This is an optimization exercise on Yosys and OpenROAD, whose aim is small area, not a production implementation. In this exercise RTL edits were held to simulation tests only and were not proved equivalent to the original. Power figures rest on the tool's default switching activity, not on a simulated workload.

### design/flow/config.mk
export PLATFORM = sky130hd
export DESIGN_NAME = Clock_Counter
export DESIGN_NICKNAME = Clock_Counter
export VERILOG_FILES = /design/flow/design.v
export SDC_FILE = /design/flow/constraint.sdc
export NUM_CORES = 4
export LEC_CHECK = 0
export CAP_MARGIN = 20
export CORE_MARGIN = 2
export CORE_UTILIZATION = 35
export PLACE_DENSITY = 0.6
export SLEW_MARGIN = 20
### design/flow/constraint.sdc
create_clock -name core_clock -period 10.0 [get_ports {clk_100MHZ}]
set_input_delay 2.0000 -clock core_clock [delete_from_list [all_inputs] [get_ports {clk_100MHZ}]]
set_output_delay 2.0000 -clock core_clock [all_outputs]
set_load 0.01 [all_outputs]
### design/flow/design.v
`timescale 1ns / 1ps
module Clock_Counter(
    input clk_100MHZ,
    input rst,
    input wire [4:0] pb,
    input wire [15:0] switch,
    output wire [7:0] seg,
    output wire [15:0] leds,
    output wire [3:0] anode,
    output hsync,
    output vsync,
    output wire [3:0] VGA_Red,
    output wire [3:0] VGA_Green,
    output wire [3:0] VGA_Blue
    );
    function ge10; input [9:0] x; input [9:0] k; integer i; reg r;
        begin
            r = 1'b1;
            for (i = 0; i < 10; i = i + 1)
                r = k[i] ? (x[i] & r) : (x[i] | r);
            ge10 = r;
        end
    endfunction
    function le10; input [9:0] x; input [9:0] k; integer i; reg r;
        begin
            r = 1'b1;
            for (i = 0; i < 10; i = i + 1)
                r = k[i] ? (~x[i] | r) : (~x[i] & r);
            le10 = r;
        end
    endfunction
    localparam [12:0] TB_SEED = 13'd6948;
    localparam [12:0] TB_END  = 13'd3649;
    localparam [12:0] TB_MASK = 13'd3047;
    reg [12:0] tb_sr;
    reg        tb_half;
    wire       tb_end = ((tb_sr & TB_MASK) == (TB_END & TB_MASK));
    wire       tick = tb_end & ~tb_half;
    always @(posedge clk_100MHZ) begin
        if (rst) begin
            tb_sr <= TB_SEED;
            tb_half <= 0;
        end else if (tb_end) begin
            tb_sr <= TB_SEED;
            tb_half <= ~tb_half;
        end else
            tb_sr <= {tb_sr[11:0], tb_sr[12] ^ tb_sr[2]};
    end
    reg [3:0] s1, m1, h1;
    reg [2:0] s10, m10;
    reg [1:0] h10;
    function [3:0] t10; input [3:0] d;
        t10 = {d[0] & (d[3] | (d[2] & d[1])), d[1] & d[0], d[0] & ~d[3], 1'b1};
    endfunction
    function [2:0] t6; input [2:0] d;
        t6 = {d[0] & (d[2] | d[1]), d[0] & ~d[2], 1'b1};
    endfunction
    wire s1_9 = s1[3] & s1[0];
    wire s_59 = s1_9 & s10[2] & s10[0];
    wire m1_9 = m1[3] & m1[0];
    wire m_59 = m1_9 & m10[2] & m10[0];
    wire h1_9 = h1[3] & h1[0];
    wire h_23 = h10[1] & h1[1] & h1[0];
    wire en_s1  = tick & ~pb[2] & ~pb[1];
    wire en_s10 = en_s1 & s1_9;
    wire en_m1  = tick & ~pb[2] & (pb[1] | s_59);
    wire en_m10 = en_m1 & m1_9;
    wire en_h1  = tick & (pb[2] | (~pb[1] & s_59 & m_59));
    wire en_h10 = en_h1 & (h1_9 | h_23);
    always @(posedge clk_100MHZ) begin
        s1  <= {4{~rst}} & (s1  ^ ({4{en_s1}}  & t10(s1)));
        s10 <= {3{~rst}} & (s10 ^ ({3{en_s10}} & t6(s10)));
        m1  <= {4{~rst}} & (m1  ^ ({4{en_m1}}  & t10(m1)));
        m10 <= {3{~rst}} & (m10 ^ ({3{en_m10}} & t6(m10)));
        h1  <= {4{~rst}} & (h1  ^ ({4{en_h1}}  & (h_23 ? h1 : t10(h1))));
        h10 <= {2{~rst}} & (h10 ^ ({2{en_h10}} & (h_23 ? h10 : {h10[0], 1'b1})));
    end
    assign leds = {8'b0, 1'b0, s10, s1};
    function [6:0] seg_on;
        input [3:0] n;
        reg A, B, C, D;
        begin
            {A, B, C, D} = n;
            seg_on[0] = A | C | ~(B ^ D);
            seg_on[1] = ~B | ~(C ^ D);
            seg_on[2] = B | ~C | D;
            seg_on[3] = A | (~B & ~D) | (~B & C) | (C & ~D) | (B & ~C & D);
            seg_on[4] = ~D & (~B | C);
            seg_on[5] = A | (~C & ~D) | (B & ~C) | (B & ~D);
            seg_on[6] = A | (B ^ C) | (C & ~D);
        end
    endfunction
    reg [1:0] px;
    always @(posedge clk_100MHZ) px <= {2{~rst}} & {px[0], ~px[1]};
    wire pix = ~px[1] & px[0];
    reg [4:0] sc;
    always @(posedge clk_100MHZ) sc <= {5{~rst}} & {sc[3:0], ~sc[4]};
    wire scan = ~sc[4] & sc[3];
    reg [1:0] cur;
    reg [3:0] disp;       
    reg       dp_n;
    always @(posedge clk_100MHZ) begin
        if (rst) begin
            cur <= 2'b10;
            disp <= 4'hC;
            dp_n <= 1'b1;
        end else if (scan) begin
            cur <= {cur[0], ~cur[1]};
            case (cur)
                2'b10: disp <= {2'b00, h10};
                2'b00: disp <= h1;
                2'b01: disp <= {1'b0, m10};
                default: disp <= m1;
            endcase
            dp_n <= ~((cur == 2'b00) & tb_half);
        end
    end
    wire blank = disp[3] & disp[2];
    assign seg = {dp_n, ~(seg_on(disp) & {7{~blank}})};
    assign anode = {4{blank}} | ~{cur == 2'b00, cur == 2'b01, cur == 2'b11, cur == 2'b10};
    reg [3:0] slot;
    reg [6:0] hp;
    wire s_col = (slot == 4'd2) | (slot == 4'd5);
    wire s_x   = slot[3];
    wire s_xa  = s_x & ~slot[0];
    wire s_dig = ~s_col & ~s_x;
    wire slot_end = &hp;
    wire [6:0] hp_start = (slot == 4'd7) ? 7'd3 :           
                          (slot == 4'd8) ? 7'd31 :          
                          (slot == 4'd1 || slot == 4'd4) ? 7'd94 :   
                          7'd43;                            
    wire h_wrap = s_xa & (hp == 7'd30);     
    reg [10:0] ln;        
    wire adv = pix & slot_end;
    wire lnw = pix & h_wrap;
    always @(posedge clk_100MHZ) begin
        if (rst) begin
            slot <= 4'd8;
            hp <= 7'd31;
        end else begin
            slot <= (adv & slot[3] & slot[0]) ? 4'd0 : slot + adv;
            hp <= adv ? hp_start : hp + pix;
        end
    end
    localparam [9:0] VOFS = 10'd245;
    always @(posedge clk_100MHZ) begin
        if (rst) ln <= {VOFS, 1'b1};
        else if (lnw & (ln == {VOFS + 10'd524, 1'b1})) ln <= {VOFS, 1'b0};
        else ln <= ln + lnw;
    end
    wire [9:0] v = ln[10:1];
    assign hsync = ~(s_xa & ge10({3'd0, hp}, 10'd31));
    assign vsync = ge10(v, VOFS + 10'd3);
    wire rA  = ge10(v, VOFS + 10'd150) & le10(v, VOFS + 10'd165);
    wire rBF = ge10(v, VOFS + 10'd165) & le10(v, VOFS + 10'd235);
    wire rG  = ge10(v, VOFS + 10'd235) & le10(v, VOFS + 10'd250);
    wire rCE = ge10(v, VOFS + 10'd250) & le10(v, VOFS + 10'd320);
    wire rD  = ge10(v, VOFS + 10'd320) & le10(v, VOFS + 10'd335);
    wire rCol = (ge10(v, VOFS + 10'd200) & le10(v, VOFS + 10'd217)) |
                (ge10(v, VOFS + 10'd277) & le10(v, VOFS + 10'd294));
    wire cWC = ~s_x & le10({3'd0, hp}, 10'd108);    
    wire cW = cWC & ~s_col;
    wire cL = s_dig & le10({3'd0, hp}, 10'd53);
    wire cR = cW & ge10({3'd0, hp}, 10'd98);
    wire cCol = cWC & s_col;
    reg [3:0] vd;         
    always @(*) begin
        case (slot[2:0])
            3'd0: vd = {2'b00, h10};
            3'd1: vd = h1;
            3'd3: vd = {1'b0, m10};
            3'd4: vd = m1;
            3'd6: vd = {1'b0, s10};
            default: vd = s1;
        endcase
    end
    wire [6:0] vs = seg_on(vd);
    wire lit = (cW & ((rA & vs[0]) | (rG & vs[6]) | (rD & vs[3]))) |
               (cL & ((rBF & vs[5]) | (rCE & vs[4]))) |
               (cR & ((rBF & vs[1]) | (rCE & vs[2]))) |
               (cCol & rCol);
    assign VGA_Red   = lit ? switch[15:12] : 4'b0;
    assign VGA_Green = lit ? switch[11:8]  : 4'b0;
    assign VGA_Blue  = lit ? switch[7:4]   : 4'b0;
endmodule
### design/flow/flow/run.sh
#!/bin/bash
# Standard ORFS layout with two changes: port buffers use the smallest
# buffer cell, and clock tree synthesis uses small clock buffers without
# dummy loads. Make's output goes to flow.log; each ORFS step writes its
# own log under orfs/logs/.
set -euo pipefail
bash standard.sh \
  "BUFFER_PORTS_ARGS=-buffer_cell sky130_fd_sc_hd__buf_1" \
  "CTS_ARGS=-sink_clustering_enable -repair_clock_nets -dont_use_dummy_load -buf_list sky130_fd_sc_hd__clkbuf_4" \
  finish > flow.log 2>&1
### design/flow/standard.sh
#!/bin/bash
# synth_recipe.tcl (not shown) runs the flow's synth.tcl, then flattens the netlist and writes it again
# the make line also repeats each setting of config.mk as NAME=value (left out here)
make -C /OpenROAD-flow-scripts/flow DESIGN_CONFIG=/design/flow/config.mk WORK_HOME=/design/flow/orfs CLKGATE_MAP_FILE= SYNTH_SCRIPT=/design/flow/synth_recipe.tcl "${@:-finish}"
==> flow_summary.toml, run 1 <==
[routing]
dr.pass1.iters = 4
top_layer = "met4"
finalWirelength_um = 8520
met3_length_um = 402
vias = 3486
wire_per_inst_um = 12.7
first_iter_violations = 226
drcViolationCount = 0
ant_nets = 0
wl_met2_um = 3830
drt-met1-wl_um = 4110
viasPerCell = 5.18

[setup_path]
end_kind = "output pin"
cp_max_fo = 25
cp_slowest_stage_delay_ns = 0.84
cp_data_arrival_time_ns = 4.09
worstReg2RegEnd = "ln[8]"
worst_r2r_path_depth = 10
timing_worst_setup_path_type = "reg2out"
rrSetupSlack_ns = 7.38
crit_top_cell = "a21oi_1"
crit_start = "slot[0]"
timing.critical_path.cells = "nor3b_1, a21oi_1, nor2_1, a21oi_1, inv_1, ha_1, a2111oi_0, nor3_1, a211oi_1, o311ai_2, and2_1, buf_1"
worstPathRequired_ns = 8.00
crit_path_top_delay_cell = "dfxtp_1"
reg2reg_from = "slot[0]"
critPathLaunchType = "flop"

[timing]
maxSlewHeadroom_pct = 38.5
fin_skew_ns = 0.0329
final.setup.tns_ns = 0
max_freq_mhz = 164
period_share_pct = 60.9
period_needed_ns = 6.09
maxSlewViolCount = 0
rsz0062_at_grt = "false"
final-hold-violation-count = 0
finalSetupViolations = 0
worstMarginPinSlew_ns = 0.910

[power]
total_power_mw = 0.475
vdd_drop_max_mv = 0.0583
p_leak_nw = 1.53
powerDensity_nw_per_um2 = 110

[global_routing]
antenna_found_initial = 0
grt_pass1_vias = 3094
track_usage_pct = 14.1
grt_max_degree = 48
overflow = 0
grt_first_pass_wirelength_um = 14500

[synth]
synth_compound_area_share_pct = 15.4
netlist_instances = 502
synthArstFlopShare_pct = 0
synth_top_family_by_area = "simple AND/OR/NAND/NOR gates"
syn_avg_cell_area_um2 = 8.00
synth_cell_type_count = 67
yosys_register_bits = 70
synth_mux_area_share_pct = 2.18
synth-xor-area-share_pct = 6.33
ys_seq_area_share_pct = 34.9
synthSimpleGateAreaFrac_pct = 29.1
yosys_warnings = 1
syn_area_um2 = 4020
synth_edf_count = 0
synth_fa_ha_area_share_pct = 5.61
ys.flop_type = "dfxtp_1"

[floorplan]
coreArea_um2 = 11300
die-area_um2 = 12300
rows = 39
ios = 65
die_x_um = 111
start_util_pct = 35.5
die_h_um = 111

[cts]
clockRootBuffer = "clkbuf_4"
cts_max_level = 3
numCtsBuffers = 9
clk_latency_ns = 0.44
ctsHoldBuffers = 0
cts_num_sinks = 70
post_cts.repair.setup_buffers = 0
cts_buffer_depth = 2
cts_resized = 0
cts_tree = "built"
clk_pin_slew_worst_paths_ns = 0.10

[worst_hold_path]
hp-start = "px[1]"
min_to = "px[0]"
min_path_type = "reg2reg"
hold_depth = 1

[final_layout]
design_area_um2 = 4300
drive_above_1_share_pct = 6.23
synthToLayoutAreaGrowth_pct = 7.07
final_nets = 573
insertedDiodeCount = 0
fill_cells = 1165

[placement]
port_buffers = 48
gp_congestion = 0.816
place_area_um2 = 4220
dp_hpwl_um = 6130

[flow_run]
max_cap_viol_count = 0

[run_status]
outcome = "no timing/DRC/antenna violations"
[sequential cells by signal, indices dropped and copies added (netlist names)]
| register | flops |
|---|---|
| cur | 2 |
| disp | 4 |
| dp_n | 1 |
| h1 | 4 |
| h10 | 2 |
| hp | 7 |
| ln | 11 |
| m1 | 4 |
| m10 | 3 |
| px | 2 |
| s1 | 4 |
| s10 | 3 |
| sc | 5 |
| slot | 4 |
| tb_half | 1 |
| tb_sr | 13 |
[area by class of cell]
class / count / area (um2) / area share (%)
timing repair buffer: 49 / 189 / 4.39
multi-input combinational: 384 / 2390 / 55.7
clock buffer: 9 / 67.6 / 1.57
tap: 143 / 179 / 4.16
inverter: 18 / 67.6 / 1.57
sequential: 70 / 1400 / 32.6
[worst max-delay path: cells and delay by family (launching register included)]
kind | cells | cell delay [ns]
compound gates | 5 | 1.68
buf+inv | 2 | 0.26
simple gates | 4 | 0.61
flops | 1 | 0.84
fa+ha+maj | 1 | 0.25
[synth_stat cells (6+ instances only)]
| library cell | number | area [um2] |
|---|---|---|
| o21ai_0 | 21 | 105 |
| and2_1 | 19 | 119 |
| xnor2_1 | 15 | 131 |
| or3_1 | 11 | 68.8 |
| nor2b_1 | 13 | 81.3 |
| dfxtp_1 | 70 | 1400 |
| inv_1 | 17 | 63.8 |
| ha_1 | 18 | 225 |
| nor2_1 | 58 | 218 |
| xor2_1 | 14 | 123 |
| nand2_1 | 59 | 221 |
| buf_2 | 6 | 30.0 |
| nor3_1 | 8 | 40.0 |
| a21oi_1 | 28 | 140 |
| clkbuf_1 | 19 | 71.3 |
| nand3_1 | 16 | 80.1 |
| buf_4 | 10 | 75.1 |
[routing by layer]
| metal | vias up | GRT usage (%) |
|---|---|---|
| li1 | 1774 | - |
| met1 | 1615 | 18.9 |
| met2 | 82 | 21.5 |
| met3 | 15 | 2.57 |
| met4 | 0 | 7.65 |
| met5 | - | 0 |
[report_power, final]
group	internal, mW	total [mW]	switching [mW]
clock	0.0418	0.131	0.0888
sequential	0.288	0.300	0.0115
combinational	0.0191	0.0441	0.0250
[cell usage in the layout, fill, tap and decap left out, drive strengths merged, types with 3 or more instances in the layout]
master	n
o21ai	21
xor2	14
or2	5
nand2b	3
a31oi	3
a211oi	5
and2	20
a211o	4
nor3b	3
nand3	16
nor2b	13
nor2	58
nor4	4
nand4	5
a21oi	28
a2111oi	4
and3	6
inv	17
dfxtp	70
nand3b	5
or3	12
or4	3
buf	48
conb	9
nor3	8
clkbuf	10
a221o	3
nand4b	4
o211ai	3
xnor2	15
nand2	60
ha	18
[worst max-delay path by stage]
stage | depth (start not counted) | slack (ns) | end
after floorplan | 12 | 5.35 | VGA_Blue[0]
after global placement | 11 | 4.40 | VGA_Red[1]
after detailed placement | 11 | 4.25 | VGA_Red[1]
after CTS | 11 | 3.76 | VGA_Red[1]
after global routing | 11 | 3.57 | VGA_Blue[1]
final | 12 | 3.91 | VGA_Red[1]
[metrics by stage]
step / utilization, % / hold slack (ns) / setup slack, ns / cells
final: 38.0 / 0.420 / 3.91 / 673
after detailed placement: 37.3 / 0.404 / 4.25 / 664
after floorplan: - / 0.390 / 5.35 / 510
after CTS: 37.9 / 0.427 / 3.76 / 673
after global placement: 37.3 / 0.395 / 4.40 / 664
after global routing: 38.0 / 0.436 / 3.57 / 673
[logic make-up after synthesis]
| logic type | Yosys count |
|---|---|
| other | 1 |
| adders and majority gates | 18 |
| muxes | 6 |
| DFF | 70 |
| buffers and inverters | 56 |
| xor gates and xnor gates | 29 |
| AOI/OAI and AO/OA | 92 |
| and+or+nand+nor | 230 |
==> inputs of run 2 (changes only) <==
==> design/flow/flow/run.sh (replaced) <==
#!/bin/bash
# Standard ORFS layout with these changes: port buffers use the smallest
# buffer cell, logic cells are swapped to their smallest drive strength
# before repair_design (flow/downsize.tcl), and clock tree synthesis uses
# small clock buffers without dummy loads. Make's output goes to flow.log;
# each ORFS step writes its own log under orfs/logs/.
set -euo pipefail
HERE=$(pwd)
CTS_EXTRA=${CTS_EXTRA:-}
bash standard.sh \
  "BUFFER_PORTS_ARGS=-buffer_cell sky130_fd_sc_hd__buf_1" \
  "PRE_RESIZE_TCL=$HERE/flow/downsize.tcl" \
  "CTS_ARGS=-sink_clustering_enable -repair_clock_nets -dont_use_dummy_load -buf_list sky130_fd_sc_hd__clkbuf_4 -sink_clustering_size 12" \
  finish > flow.log 2>&1
==> design/flow/flow/downsize.tcl (new file) <==
# Swap each logic cell for the smallest-area drive strength of the same
# cell (same function and pins, not on the don't-use list). repair_design,
# which runs next, upsizes again wherever slew, capacitance or fanout need it.
set dont_use $::env(DONT_USE_CELLS)
set swapped 0
set saved 0.0
foreach inst [get_cells *] {
  set lc [get_lib_cells -of_objects $inst]
  if { $lc == "" || $lc == "NULL" } { continue }
  set name [get_name $lc]
  if { ![regexp {^(sky130_fd_sc_hd__[a-z0-9]+)_[0-9]+$} $name -> base] } { continue }
  if { [regexp {tap|fill|conb|df|dl|clk|lpflow} $base] } { continue }
  set best $lc
  set best_area [get_property $lc area]
  foreach e [get_lib_cells */${base}_*] {
    if { $e == "NULL" } { continue }
    set en [get_name $e]
    if { ![regexp "^${base}_\[0-9\]+\$" $en] } { continue }
    if { [lsearch -exact $dont_use $en] >= 0 } { continue }
    if { ![sta::equiv_cells $lc $e] } { continue }
    set a [get_property $e area]
    if { $a < $best_area - 1e-6 } {
      set best $e
      set best_area $a
    }
  }
  if { $best != $lc } {
    set saved [expr { $saved + [get_property $lc area] - $best_area }]
    replace_cell $inst $best
    incr swapped
  }
}
puts "downsize: swapped $swapped cells, saved [format %.1f $saved] um^2"
==> flow_summary.toml, run 2 <==
[routing]
first_iter_violations = 176
drcViolationCount = 0
viasPerCell = 5.22
dr.pass1.iters = 5
wire_per_inst_um = 12.6
finalWirelength_um = 8510
ant_nets = 0
vias = 3515

[synth]
yosys_warnings = 1
ys_seq_area_share_pct = 34.9
yosys_register_bits = 70
synth_cell_type_count = 67
ys.flop_type = "dfxtp_1"
yosys.area.top_type = "dfxtp_1"
yosys.area.top_type_share_pct = 34.9
synthArstFlopShare_pct = 0
yosys-top-cells-count = "dfxtp_1 (70), nand2_1 (59), nor2_1 (58)"
netlist_instances = 502
synth_edf_count = 0
syn_avg_cell_area_um2 = 8.00
synthTopCellsByArea = "dfxtp_1 (35%), ha_1 (5.6%), nand2_1 (5.5%)"
synth_most_common_cell = "dfxtp_1"
syn_area_um2 = 4020

[cts]
cts_buffer_depth = 2
numCtsBuffers = 9
cts_max_level = 3
cts_num_sinks = 70
clk_pin_slew_worst_paths_ns = 0.12
clockRootBuffer = "clkbuf_4"
clk_latency_ns = 0.43
post_cts.repair.setup_buffers = 0
cts_resized = 0
cts_tree = "built"
ctsHoldBuffers = 0

[final_layout]
final_common_cell = "dfxtp_1"
insertedDiodeCount = 0
seqCellArea_um2 = 1400
instances_no_fill = 674
postLayoutCoreUtil_pct = 37.8
final_nets = 574
multi_input_area_um2 = 2360
fill_cells = 1180
largest_reg_flops = 13
regMostFlops = "tb_sr"
top_regs = "tb_sr: 13 flops, ln: 11 flops, hp: 7 flops"
drive_above_1_share_pct = 4.71
synthToLayoutAreaGrowth_pct = 6.70
layout_common_cells = "dfxtp_1 (70), nand2_1 (60), nor2_1 (58)"

[setup_path]
cp_max_fo = 25
crit_path_top_delay_cell = "dfxtp_1"
timing_worst_setup_path_type = "reg2out"
timing.critical_path.cells = "nor3b_1, a21oi_1, nor2_1, a21oi_1, inv_1, ha_1, a2111oi_0, nor3_1, a211oi_1, o311ai_2, and2_1, buf_1"
crit_top_cell = "a21oi_1"
worstPathRequired_ns = 8.00
cp_slowest_stage_delay_ns = 0.87
cp_data_arrival_time_ns = 4.10
end_kind = "output pin"
critPathLaunchType = "flop"

[flow_run]
max_cap_viol_count = 0

[power]
comb_power_share_pct = 9.4
switching_power_mw = 0.124
powerDensity_nw_per_um2 = 111
vdd_drop_max_mv = 0.0561
netSwitchingFraction_pct = 26.2
clockPowerShare_pct = 27.3
seqPwrFrac_pct = 63.3
p_int_mw = 0.350
p_leak_nw = 1.53

[timing]
rsz0062_at_grt = "false"
final-hold-violation-count = 0
final.setup.tns_ns = 0
worstMarginPinSlew_ns = 0.854
period_needed_ns = 6.10
maxSlewHeadroom_pct = 41.6
maxSlewViolCount = 0
finalSetupViolations = 0
fin_skew_ns = 0.0372
max_freq_mhz = 164
period_share_pct = 61.0

[floorplan]
start_util_pct = 35.5
die_h_um = 111
die_x_um = 111
ios = 65
rows = 39
die-area_um2 = 12300
coreArea_um2 = 11300

[placement]
dp_cells = 665
port_buffers = 48
gp_congestion = 0.816
dp_hpwl_um = 6150

[worst_hold_path]
min_path_type = "reg2reg"

[global_routing]
grt_pass1_vias = 3078
grt_first_pass_wirelength_um = 14300
overflow = 0
grt_max_degree = 42
antenna_found_initial = 0
track_usage_pct = 13.9

[run_status]
outcome = "no timing/DRC/antenna violations"
-- run 2: critical path, delay by kind of cell, from the launching register on --
kind | cells | cell delay, ns
AND/OR/NAND/NOR | 4 | 0.63
AO/OA/AOI/OAI | 5 | 1.65
adder cells (fa/ha/maj) | 1 | 0.26
buffers and inverters | 2 | 0.26
flip-flops | 1 | 0.87
-- run 2: worst paths after layout --
check,startpoint,slack (ns),cells after the start,to
max,slot[0],3.90,12,VGA_Red[1]
min,tb_sr[10],0.42,1,tb_sr[11]
max reg2reg,tb_sr[1],6.99,6,m10[2]
min reg2reg,tb_sr[10],0.42,1,tb_sr[11]
-- run 2: layout make-up --
type	instances	area share [%]
multi-input combinational	384	55.1
sequential	70	32.7
timing repair buffer	50	4.82
tap	143	4.18
clock buffer	9	1.58
inverter	18	1.58
-- run 2: layer usage --
metal  global-route usage (%)  wire length (um)  vias to the layer above
met5                        0                 0                        -
met4                     4.94               131                        0
met2                     22.1              3870                       87
met1                     18.3              4130                     1645
met3                     3.72               376                        9
li1                         -                 -                     1774
-- run 2: per-stage QoR --
| stage | total power [mW] | area (um2) | worst slack [ns] | hold slack (ns) |
|---|---|---|---|---|
| after floorplan | 0.341 | 4050 | 5.35 | 0.390 |
| after global placement | 0.350 | 4220 | 4.40 | 0.395 |
| after detailed placement | 0.351 | 4210 | 4.26 | 0.404 |
| after CTS | 0.481 | 4280 | 3.74 | 0.430 |
| after global routing | 0.500 | 4280 | 3.54 | 0.443 |
| final | 0.474 | 4280 | 3.90 | 0.424 |
-- run 2: power groups by stage --
stage                     combinational [mW]  clock, mW  sequential (mW)
after floorplan                       0.0413          0            0.299
after global placement                0.0442          0            0.306
after detailed placement              0.0449          0            0.306
after CTS                             0.0454      0.135            0.300
after global routing                  0.0512      0.148            0.302
final                                 0.0446      0.129            0.300
-- run 2: kinds of logic (layout without fill, tap and decap cells) --
family          Yosys count  after routing  synth area share, %
fa+ha+maj                18             18                 5.61
simple gates            230            230                 29.1
xor+xnor                 29             29                 6.33
other cells               1              9               0.0934
flops                    70             70                 34.9
buf+inv                  56             77                 6.39
mux                       6              6                 2.18
compound gates           92             92                 15.4
==> inputs of run 3 (changes only) <==
==> design/flow/flow/run.sh (replaced) <==
#!/bin/bash
# Standard ORFS layout with these changes: port buffers use the smallest
# buffer cell, logic cells are swapped to their smallest drive strength
# before repair_design (flow/downsize.tcl), constant outputs share one tie
# cell, and clock tree synthesis uses small clock buffers without dummy
# loads. Make's output goes to flow.log; each ORFS step writes its own log
# under orfs/logs/.
set -euo pipefail
HERE=$(pwd)
bash standard.sh \
  "BUFFER_PORTS_ARGS=-buffer_cell sky130_fd_sc_hd__buf_1" \
  "PRE_RESIZE_TCL=$HERE/flow/downsize.tcl" \
  "SKIP_REPAIR_TIE_FANOUT=1" \
  "CTS_ARGS=-sink_clustering_enable -repair_clock_nets -dont_use_dummy_load -buf_list sky130_fd_sc_hd__clkbuf_4 -sink_clustering_size 12" \
  finish > flow.log 2>&1
==> flow_summary.toml, run 3 <==
[synth]
synth_edf_count = 0
yosys_warnings = 1
syn_avg_cell_area_um2 = 8.00
synth-xor-area-share_pct = 6.33
yosys.area.top_type_share_pct = 34.9
yosys_register_bits = 70
synthArstFlopShare_pct = 0
synth_compound_area_share_pct = 15.4
synth_cell_type_count = 67
synthTopCellsByArea = "dfxtp_1 (35%), ha_1 (5.6%), nand2_1 (5.5%)"
ys.flop_type = "dfxtp_1"
netlist_instances = 502
synthSimpleGateAreaFrac_pct = 29.1
syn_area_um2 = 4020
synth_mux_area_share_pct = 2.18
yosys-top-cells-count = "dfxtp_1 (70), nand2_1 (59), nor2_1 (58)"
synth_most_common_cell = "dfxtp_1"
ys_seq_area_share_pct = 34.9
synth_fa_ha_area_share_pct = 5.61
yosys.area.top_type = "dfxtp_1"
synth_top_family_by_area = "simple AND/OR/NAND/NOR gates"

[floorplan]
start_util_pct = 35.5
die-area_um2 = 12300
ios = 65
die_h_um = 111
rows = 39
coreArea_um2 = 11300
die_x_um = 111

[final_layout]
drive_above_1_share_pct = 4.78
regMostFlops = "tb_sr"
design_area_um2 = 4250
insertedDiodeCount = 0
synthToLayoutAreaGrowth_pct = 5.95
fill_cells = 1170
final_common_cell = "dfxtp_1"
top_regs = "tb_sr: 13 flops, ln: 11 flops, hp: 7 flops"
final_nets = 566
layout_common_cells = "dfxtp_1 (70), nand2_1 (60), nor2_1 (58)"
largest_reg_flops = 13

[placement]
dp_hpwl_um = 6190
port_buffers = 48
gp_congestion = 0.824
place_area_um2 = 4180

[timing]
worstMarginPinSlew_ns = 0.890
final-hold-violation-count = 0
fin_skew_ns = 0.0305
maxSlewViolCount = 0
final.setup.tns_ns = 0
period_needed_ns = 6.10
maxSlewHeadroom_pct = 39.1
max_freq_mhz = 164
rsz0062_at_grt = "false"
period_share_pct = 61.0
finalSetupViolations = 0

[global_routing]
grt_max_degree = 42
track_usage_pct = 14.1
grt_first_pass_wirelength_um = 14500
antenna_found_initial = 0
overflow = 0
grt_pass1_vias = 3183

[power]
vdd_drop_max_mv = 0.0431
p_leak_nw = 1.50
powerDensity_nw_per_um2 = 112

[cts]
ctsHoldBuffers = 0
clk_latency_ns = 0.44
post_cts.repair.setup_buffers = 0
clk_pin_slew_worst_paths_ns = 0.12
cts_resized = 0
cts_max_level = 3
cts_buffer_depth = 2
cts_num_sinks = 70
cts_tree = "built"
numCtsBuffers = 9
clockRootBuffer = "clkbuf_4"

[setup_path]
critPathLaunchType = "flop"
cp_max_fo = 25
worstPathRequired_ns = 8.00
cp_data_arrival_time_ns = 4.10
reg2reg_from = "tb_sr[0]"
timing_worst_setup_path_type = "reg2out"
worstReg2RegEnd = "m10[2]"
rrSetupSlack_ns = 6.96
end_kind = "output pin"
worst_r2r_path_depth = 6

[worst_hold_path]
min_to = "px[0]"
hold_depth = 1
hp-start = "px[1]"
min_path_type = "reg2reg"

[routing]
drcViolationCount = 0
first_iter_violations = 225
finalWirelength_um = 8480
dr.pass1.iters = 4
ant_nets = 0
wire_per_inst_um = 12.7
viasPerCell = 5.16
vias = 3435

[flow_run]
max_cap_viol_count = 0

[run_status]
outcome = "no timing/DRC/antenna violations"
## run 3: cell counts after synthesis
No cell type changed its count.
## run 3: through the flow
stage / hold WS [ns] / util, % / setup slack [ns] / total power [mW] / cells
global route: 0.438 / 37.6 / 3.43 / 0.499 / 666
detailed placement: 0.398 / 36.9 / 4.27 / 0.351 / 657
global placement: 0.394 / 37.0 / 4.43 / 0.350 / 656
CTS: 0.424 / 37.5 / 3.77 / 0.480 / 666
finish: 0.415 / 37.6 / 3.90 / 0.475 / 666
floorplan: 0.390 / - / 5.35 / 0.341 / 502
## run 3: worst max-delay path by stage
stage	from	endpoint	slack, ns	cells past startpoint
finish	slot[0]	VGA_Green[0]	3.90	11
global route	slot[0]	VGA_Green[0]	3.43	12
CTS	slot[0]	VGA_Green[0]	3.77	11
detailed placement	slot[0]	VGA_Green[0]	4.27	11
global placement	slot[0]	VGA_Blue[0]	4.43	11
floorplan	slot[1]	VGA_Blue[0]	5.35	12
## run 3: per-layer routing
layer,global-route usage (%),up-vias,wire [um]
met5,0,-,0
met4,7.57,0,199
met3,2.35,14,319
met2,22.3,67,3780
met1,18.5,1589,4180
li1,-,1765,-
## run 3: critical path: stages (launching register included)
cell       delay [ns]
dfxtp_1          0.88
nor3b_1          0.21
a21oi_1          0.38
nor2_1           0.10
or2_2            0.35
ha_1             0.19
a2111oi_0        0.39
o31ai_1          0.16
a221oi_1         0.40
o311ai_2         0.23
and2_1           0.24
buf_1            0.12
## run 3: power breakdown
part / switching [mW] / leakage [nW] / internal [mW]
clock network: 0.0887 / 0.0414 / 0.0417
registers: 0.0117 / 0.571 / 0.288
logic: 0.0248 / 0.892 / 0.0196
## run 3: cells by family after synthesis
family	count (synthesis)
AO/OA/AOI/OAI	92
XOR/XNOR	29
adder cells (fa/ha/maj)	18
buffers and inverters	56
flip-flops	70
multiplexers	6
other	1
AND/OR/NAND/NOR	230
## run 3: area by class of cell
class | instances | area [um2] | area share (%)
sequential | 70 | 1400 | 32.9
inverter | 18 | 67.6 | 1.59
timing repair buffer | 50 | 206 | 4.85
tap | 143 | 179 | 4.21
multi-input combinational | 376 | 2330 | 54.8
clock buffer | 9 | 67.6 | 1.59
==> inputs of run 4 (changes only) <==
--- a/design/flow/config.mk
+++ b/design/flow/config.mk
@@ -7,6 +7,7 @@
 export LEC_CHECK = 0
-export CAP_MARGIN = 20
+export CAP_MARGIN = 0
 export CORE_MARGIN = 2
 export CORE_UTILIZATION = 35
+export GPL_TIMING_DRIVEN = 0
 export PLACE_DENSITY = 0.6
-export SLEW_MARGIN = 20
+export SLEW_MARGIN = 0
==> flow_summary.toml, run 4 <==
[power]
vdd_drop_max_mv = 0.0417
powerDensity_nw_per_um2 = 110
p_leak_nw = 1.53
total_power_mw = 0.480

[placement]
port_buffers = 47
dp_hpwl_um = 6960
gp_congestion = 0.859
place_area_um2 = 4290
pre_cts_ws_ns = 4.47
dp_cells = 692

[synth]
yosys-top-cells-count = "dfxtp_1 (70), nand2_1 (59), nor2_1 (58)"
synth_cell_type_count = 67
ys_seq_area_share_pct = 34.9
netlist_instances = 502
ys.flop_type = "dfxtp_1"
yosys.area.top_type = "dfxtp_1"
syn_avg_cell_area_um2 = 8.00
synth_most_common_cell = "dfxtp_1"
yosys_warnings = 1
synthTopCellsByArea = "dfxtp_1 (35%), ha_1 (5.6%), nand2_1 (5.5%)"
yosys.area.top_type_share_pct = 34.9
yosys_register_bits = 70
syn_area_um2 = 4020
synth_edf_count = 0
synthArstFlopShare_pct = 0

[setup_path]
reg2reg_from = "tb_sr[1]"
end_kind = "output pin"
critPathLaunchType = "flop"
worst_r2r_path_depth = 6
cp_data_arrival_time_ns = 4.00
timing_worst_setup_path_type = "reg2out"
crit_start = "slot[0]"
worstPathRequired_ns = 8.00
cp_max_fo = 10

[final_layout]
drive_above_1_share_pct = 3.94
final_nets = 601
seqCellArea_um2 = 1400
layout_common_cells = "dfxtp_1 (70), buf_1 (65), nand2_1 (60)"
final_common_cell = "dfxtp_1"
instances_no_fill = 702
postLayoutCoreUtil_pct = 38.5
design_area_um2 = 4360
top_regs = "tb_sr: 13 flops, ln: 11 flops, hp: 7 flops"
largest_reg_flops = 13
multi_input_area_um2 = 2320
fill_cells = 1197
regMostFlops = "tb_sr"
synthToLayoutAreaGrowth_pct = 8.66

[floorplan]
ios = 65
coreArea_um2 = 11300
rows = 39
die_h_um = 111
die_x_um = 111
start_util_pct = 35.5
die-area_um2 = 12300

[timing]
period_needed_ns = 6.00
finalSetupViolations = 0
maxSlewHeadroom_pct = 33.6
max_freq_mhz = 167
final.setup.tns_ns = 0
period_share_pct = 60.0
final-hold-violation-count = 0
maxSlewViolCount = 0
setup_ws_ns = 4.00
fin_skew_ns = 0.0413
worstMarginPinSlew_ns = 0.988
whs_ns = 0.421
rsz0062_at_grt = "false"

[routing]
viasPerCell = 5.21
ant_nets = 0
wire_per_inst_um = 13.3
finalWirelength_um = 9340
first_iter_violations = 180
drcViolationCount = 0
dr.pass1.iters = 4
vias = 3660

[global_routing]
grt_pass1_vias = 3357
grt_max_degree = 13
overflow = 0
grt_first_pass_wirelength_um = 15700
antenna_found_initial = 0
track_usage_pct = 15.4

[run_status]
outcome = "no timing/DRC/antenna violations"

[cts]
clk_latency_ns = 0.44
cts_num_sinks = 70
clockRootBuffer = "clkbuf_4"
post_cts.repair.setup_buffers = 0
clk_pin_slew_worst_paths_ns = 0.12
cts_max_level = 3
numCtsBuffers = 9
cts_tree = "built"
ctsHoldBuffers = 0
cts_buffer_depth = 2
cts_resized = 0

[worst_hold_path]
min_path_type = "reg2reg"
hp-start = "px[1]"
hold_depth = 1

[flow_run]
max_cap_viol_count = 0
==> run 4: cell counts after synthesis <==
No cell type changed its count.
==> run 4: cells by family (layout without fill, tap and decap cells) <==
family	count (synthesis)	in the layout	synth area share, %
muxes	6	6	2.18
xor gates and xnor gates	29	29	6.33
other	1	2	0.0934
AOI/OAI and AO/OA	92	92	15.4
buffers and inverters	56	112	6.39
and+or+nand+nor	230	230	29.1
adders and majority gates	18	18	5.61
DFF	70	70	34.9
==> run 4: report_power, final <==
group	switching, mW	internal, mW
clock	0.0905	0.0418
combinational	0.0319	0.0207
sequential	0.00691	0.288
==> run 4: final timing paths <==
kind | endpoint | slack (ns)
worst max-delay path | VGA_Green[0] | 4.00
worst min-delay path | px[0] | 0.42
worst max register to register | m10[2] | 6.91
worst min register to register | px[0] | 0.42
==> run 4: layer usage <==
metal / global-route usage (%) / wire length [um] / part of all wire (%)
met5: 0 / 0 / 0
met4: 6.01 / 150 / 1.6
met3: 3.06 / 421 / 4.5
met2: 24.0 / 4260 / 46
met1: 21.0 / 4510 / 48
==> run 4: critical path, stage by stage (launching register included) <==
cell	delay, ns
dfxtp_1	0.50
buf_1	0.36
buf_1	0.41
o22ai_1	0.18
a21oi_1	0.33
inv_1	0.12
ha_1	0.25
a2111oi_0	0.41
nor3_1	0.08
a211oi_1	0.19
o311ai_1	0.19
buf_1	0.21
and2_1	0.20
buf_1	0.13
==> run 4: area by class of cell <==
| type | count | area share, % |
|---|---|---|
| multi-input cells | 376 | 53.3 |
| flip-flops and latches | 70 | 32.1 |
| well taps | 143 | 4.10 |
| repair buffers | 47 | 4.04 |
| plain buffers | 38 | 3.30 |
| clock buffers | 9 | 1.55 |
| inverters | 18 | 1.55 |
| diodes | 1 | 0.0574 |
==> inputs of run 5 (changes only) <==
--- a/design/flow/config.mk
+++ b/design/flow/config.mk
@@ -10,3 +10,2 @@
 export CORE_UTILIZATION = 35
-export GPL_TIMING_DRIVEN = 0
 export PLACE_DENSITY = 0.6
==> flow_summary.toml, run 5 <==
[setup_path]
critPathLaunchType = "flop"
cp_max_fo = 25
rrSetupSlack_ns = 6.99
cp_data_arrival_time_ns = 4.26
worstPathRequired_ns = 8.00
timing_worst_setup_path_type = "reg2out"
end_kind = "output pin"

[synth]
syn_area_um2 = 4020
yosys-top-cells-count = "dfxtp_1 (70), nand2_1 (59), nor2_1 (58)"
yosys.area.top_type_share_pct = 34.9
syn_avg_cell_area_um2 = 8.00
ys.flop_type = "dfxtp_1"
yosys_warnings = 1
netlist_instances = 502
yosys_register_bits = 70
synth_cell_type_count = 67
synth_most_common_cell = "dfxtp_1"
synthTopCellsByArea = "dfxtp_1 (35%), ha_1 (5.6%), nand2_1 (5.5%)"
ys_seq_area_share_pct = 34.9
yosys.area.top_type = "dfxtp_1"
synthArstFlopShare_pct = 0
synth_edf_count = 0

[cts]
clk_pin_slew_worst_paths_ns = 0.11
cts_max_level = 3
clockRootBuffer = "clkbuf_4"
clk_latency_ns = 0.43
cts_resized = 0
cts_num_sinks = 70
post_cts.repair.setup_buffers = 0
cts_tree = "built"
cts_buffer_depth = 2
numCtsBuffers = 9
ctsHoldBuffers = 0

[timing]
final-hold-violation-count = 0
maxSlewHeadroom_pct = 30.8
worstMarginPinSlew_ns = 1.02
final.setup.tns_ns = 0
setup_ws_ns = 3.74
finalSetupViolations = 0
max_freq_mhz = 160
period_share_pct = 62.6
maxSlewViolCount = 0
fin_skew_ns = 0.0299
period_needed_ns = 6.26
rsz0062_at_grt = "false"

[floorplan]
coreArea_um2 = 11300
ios = 65
die_x_um = 111
die-area_um2 = 12300
die_h_um = 111
start_util_pct = 35.5
rows = 39

[global_routing]
antenna_found_initial = 0
grt_pass1_vias = 3193
overflow = 0
grt_first_pass_wirelength_um = 14600
track_usage_pct = 14.1
grt_max_degree = 48

[placement]
port_buffers = 48
gp_congestion = 0.824
dp_hpwl_um = 6160
pre_cts_ws_ns = 4.19

[power]
comb_power_share_pct = 9.3
clockPowerShare_pct = 27.0
seqPwrFrac_pct = 63.7
powerDensity_nw_per_um2 = 111
p_int_mw = 0.349
switching_power_mw = 0.122
vdd_drop_max_mv = 0.0436
p_leak_nw = 1.49
netSwitchingFraction_pct = 25.9

[routing]
drcViolationCount = 0
finalWirelength_um = 8440
wire_per_inst_um = 12.7
ant_nets = 0
first_iter_violations = 203
vias = 3454
viasPerCell = 5.19
dr.pass1.iters = 4

[flow_run]
max_cap_viol_count = 0

[final_layout]
insertedDiodeCount = 0
largest_reg_flops = 13
regMostFlops = "tb_sr"
final_nets = 565
final_common_cell = "dfxtp_1"
layout_common_cells = "dfxtp_1 (70), nand2_1 (60), nor2_1 (58)"
synthToLayoutAreaGrowth_pct = 5.27
top_regs = "tb_sr: 13 flops, ln: 11 flops, hp: 7 flops"
drive_above_1_share_pct = 4.41

[worst_hold_path]
min_path_type = "reg2reg"

[run_status]
outcome = "no timing/DRC/antenna violations"
[run 5: cell counts after synthesis]
No cell type changed its count.
[run 5: layout make-up]
cell class	count	area [um2]
sequential	70	1400
inverter	18	67.6
timing repair buffer	49	186
fill	1164	7090
multi-input combinational	376	2320
clock buffer	9	67.6
tap	143	179
[run 5: final timing paths]
kind / startpoint / endpoint / depth (start not counted)
setup / recovery: slot[0] / VGA_Green[1] / 11
hold / removal: px[1] / px[0] / 1
setup reg to reg: tb_sr[0] / m10[2] / 6
hold reg to reg: px[1] / px[0] / 1
[run 5: worst max-delay path: stages (launching register included)]
cell,delay [ns]
dfxtp_1,0.87
nor3b_1,0.21
a21oi_1,0.37
nor2_1,0.11
or2_2,0.35
ha_1,0.29
a21oi_1,0.04
o32ai_1,0.25
a221oi_1,0.09
o311ai_1,0.85
and2_1,0.25
buf_1,0.15
[run 5: cells by family after synthesis]
family / synth area share, %
AOI/OAI and AO/OA: 15.4
xor gates and xnor gates: 6.33
adders and majority gates: 5.61
buffers and inverters: 6.39
DFF: 34.9
muxes: 2.18
other: 0.0934
and+or+nand+nor: 29.1
[run 5: power groups by stage]
stage | registers (mW) | logic (mW) | clock network, mW
after floorplan | 0.299 | 0.0413 | 0
after global placement | 0.306 | 0.0441 | 0
after CTS | 0.300 | 0.0443 | 0.135
after global routing | 0.302 | 0.0508 | 0.143
final | 0.300 | 0.0437 | 0.127
after detailed placement | 0.306 | 0.0440 | 0
[run 5: routing by layer]
| metal | wire [um] | up-vias | GRT usage (%) |
|---|---|---|---|
| li1 | - | 1770 | - |
| met1 | 4070 | 1581 | 18.7 |
| met2 | 3810 | 88 | 22.2 |
| met3 | 405 | 15 | 3.23 |
| met4 | 154 | 0 | 5.84 |
| met5 | 0 | - | 0 |
[run 5: through the flow]
stage / instances / util [%] / hold slack [ns] / power, mW / instance area (um2)
detailed placement: 656 / 36.7 / 0.398 / 0.350 / 4150
global route: 665 / 37.3 / 0.437 / 0.495 / 4230
global placement: 656 / 37.0 / 0.394 / 0.350 / 4190
finish: 665 / 37.3 / 0.419 / 0.471 / 4230
CTS: 665 / 37.3 / 0.427 / 0.479 / 4220
floorplan: 502 / - / 0.390 / 0.341 / 4020

[separate check: timing with driven ports]
The results above use ideal ports. As a check the final layouts listed here were re-extracted and re-timed, cells and wires unchanged.
Step 1 (the two cells are an assumption about what drives the block):
set clk [get_ports {clk_100MHZ}]
set_driving_cell -lib_cell sky130_fd_sc_hd__clkbuf_16 $clk
set_driving_cell -lib_cell sky130_fd_sc_hd__buf_2 [delete_from_list [all_inputs] $clk]
Step 2 times the ports against the registers' clock, not the clock port: input delays grow and output delays shrink by t, the midpoint of the rising clock arrivals with the driver on.
Slacks: ideal ports / drivers / drivers and shift; pairs: ideal ports / drivers.
run	shift t [ns]	slack for setup (ns)	clock arrival spread, ns	worst data-port slew with drivers (ns)
run 1	0.455	3.913 / 3.882 / 4.337	0.034 / 0.034	0.03
run 2	0.442	3.898 / 3.870 / 4.312	0.037 / 0.037	0.03
run 3	0.456	3.905 / 3.876 / 4.331	0.030 / 0.031	0.03
run 4	0.450	4.005 / 3.974 / 4.424	0.042 / 0.042	0.05
run 5	0.440	3.742 / 3.717 / 4.157	0.031 / 0.030	0.03
After both steps every run listed still meets setup and hold.
